Source: an optimization exercise on an open RTL-to-GDS flow (aim: small area, a short achievable clock period and few clock cycles). Production flows keep margins and buffers that such runs may drop.
The RTL was checked by simulation tests, not by an equivalence proof against the original design.

Design Encoder, start of the top module:
module Encoder (clk, rst, in, start, ready, putInput, outReady, out);
clock: 10.0 ns
lec_check: 0
cap_margin: 30
core_margin: 2
core_utilization: 40
cts_cluster_diameter: 80
cts_cluster_size: 24
slew_margin: 30
standard.sh (not shown) runs the stock make flow with config.mk's settings and CLKGATE_MAP_FILE= SYNTH_SCRIPT=/design/flow/synth_recipe.tcl, a recipe that flattens the netlist after the stock synthesis.
==> flow/flow/run.sh <==
#!/bin/bash
set -euo pipefail
W=$(pwd)
F=$W/flow
EXTRA=()
if [[ -f $F/extra.txt ]]; then mapfile -t EXTRA < "$F/extra.txt"; fi

sed "s#^  log_cmd abc {\*}\$abc_args#  techmap -map $F/cells_map.v#" \
  "$FLOW_HOME/scripts/synth.tcl" > "$W/synth_mod.tcl"
grep -q "cells_map.v" "$W/synth_mod.tcl"
sed "s#source \$::env(SCRIPTS_DIR)/synth.tcl#source $W/synth_mod.tcl#" \
  "$W/synth_recipe.tcl" > "$W/my_synth.tcl"
grep -q "synth_mod.tcl" "$W/my_synth.tcl"
echo "exec python3 $F/fix.py \$::env(RESULTS_DIR)/1_2_yosys.v" >> "$W/my_synth.tcl"
sed "s#SYNTH_SCRIPT=[^ ]*#SYNTH_SCRIPT=$W/my_synth.tcl#" "$W/standard.sh" > "$W/my_standard.sh"
grep -q "my_synth.tcl" "$W/my_standard.sh"

bash "$W/my_standard.sh" "${EXTRA[@]}" synth > "$W/synth.log" 2>&1
bash "$W/my_standard.sh" "${EXTRA[@]}" finish > "$W/layout.log" 2>&1
test -s "$W/out/final.def"
==> flow/flow/extra.txt <==
SETUP_SLACK_MARGIN=6.5
BUFFER_PORTS_ARGS=-buffer_cell sky130_fd_sc_hd__buf_4
MATCH_CELL_FOOTPRINT=0
Other scripts of this flow, unchanged in this note and not shown: flow/flow/cells_map.v, flow/flow/fix.py
The baseline completed without violations.
Testbench counts at the start, summed over its fixed seeds: cycles 1,980.
Next try:
==> flow/flow/extra.txt (replaced) <==
SETUP_SLACK_MARGIN=6.7
BUFFER_PORTS_ARGS=-buffer_cell sky130_fd_sc_hd__buf_4
MATCH_CELL_FOOTPRINT=0
Outcome:
- setup slack gets better by 0.20 ns
- synthesized cell count does not change
- clock-buffer cell count is unchanged
- via count increases by 0.69%
- routed wire length is higher by 0.63%
- clock skew goes up by 0.0075 ns
Next try:
==> flow/flow/extra.txt (replaced) <==
SETUP_SLACK_MARGIN=6.5
BUFFER_PORTS_ARGS=-buffer_cell sky130_fd_sc_hd__buf_4
MATCH_CELL_FOOTPRINT=0
CTS_CLUSTER_DIAMETER = not set   (was 80)
CTS_CLUSTER_SIZE = not set   (was 24)
Synthesized cell count stays the same.
Worst setup slack is worse by 0.12 ns.
Via count barely changes.
Area after synthesis is unchanged.
Die area stays the same.
Clock-buffer cell count grows by 157.
Design area shrinks by 1.7%.
Next try:
==> flow/flow/extra.txt (replaced) <==
BUFFER_PORTS_ARGS=-buffer_cell sky130_fd_sc_hd__buf_4
What happened: Fmax goes down by 20%. Routed wire length is about the same.

========
Encoder again, from the RTL that the note above started with.
Settings: LEC_CHECK=0, CAP_MARGIN=40, CORE_MARGIN=2, CORE_UTILIZATION=40, SLEW_MARGIN=40; clock period 10.0 ns.
==> flow/flow/extra.txt <==
SETUP_SLACK_MARGIN=6.5
BUFFER_PORTS_ARGS=-buffer_cell sky130_fd_sc_hd__buf_4
MATCH_CELL_FOOTPRINT=0
Scripts as last shown in full above: flow/flow/run.sh
Other scripts of this flow, unchanged in this note and not shown: flow/flow/cells_map.v, flow/flow/fix.py
Testbench counts at the start, summed over its fixed seeds: cycles 1,980.
Rerun with:
==> flow/flow/extra.txt (replaced) <==
SETUP_SLACK_MARGIN=6.5
BUFFER_PORTS_ARGS=-buffer_cell sky130_fd_sc_hd__buf_4
- CAP_MARGIN: 40 -> 30
- SLEW_MARGIN: 40 -> 30
Effect: The changed run passed the timing, design-rule and antenna checks; clock skew went up by 0.0076 ns; core utilization went down by 0.83 points; cell count hardly moves; via count went down by 0.34%; worst hold slack is better by 0.013 ns; critical path depth stays the same; synthesized area is unchanged; count of clock-buffer cells in the layout does not change.

## port drivers added, routing unchanged
Ports are ideal in the flow. The routed layouts listed here were re-timed in OpenROAD.
Step 1 sets driving cells, clkbuf_16 on the clock port and buf_2 on the other inputs (assumed; they add their load-dependent delay and slew).
Step 2, shift: input delay + t, output delay - t, t = (earliest + latest rising clock arrival at the registers) / 2. This alone moves slack from input paths to output paths.
a / b / c = ideal / step 1 / step 2; a / b = the first two.
| run | t (ns) | setup slack, ns | clock arrival spread, ns |
|---|---|---|---|
| the first run of note 1 | 0.940 | 6.157 / 6.157 / 6.157 | 0.065 / 0.065 |
| the second run of note 1 | 0.948 | 6.360 / 6.360 / 6.360 | 0.072 / 0.073 |
| the third run of note 1 | 0.997 | 6.243 / 6.243 / 6.243 | 0.060 / 0.060 |
| the fourth run of note 1 | 0.992 | 5.279 / 5.279 / 5.279 | 0.057 / 0.057 |
| the first run of note 2 | 1.009 | 6.123 / 6.123 / 6.123 | 0.050 / 0.050 |
| the second run of note 2 | 0.997 | 6.243 / 6.243 / 6.243 | 0.060 / 0.060 |
After both steps every run listed still meets setup and hold.
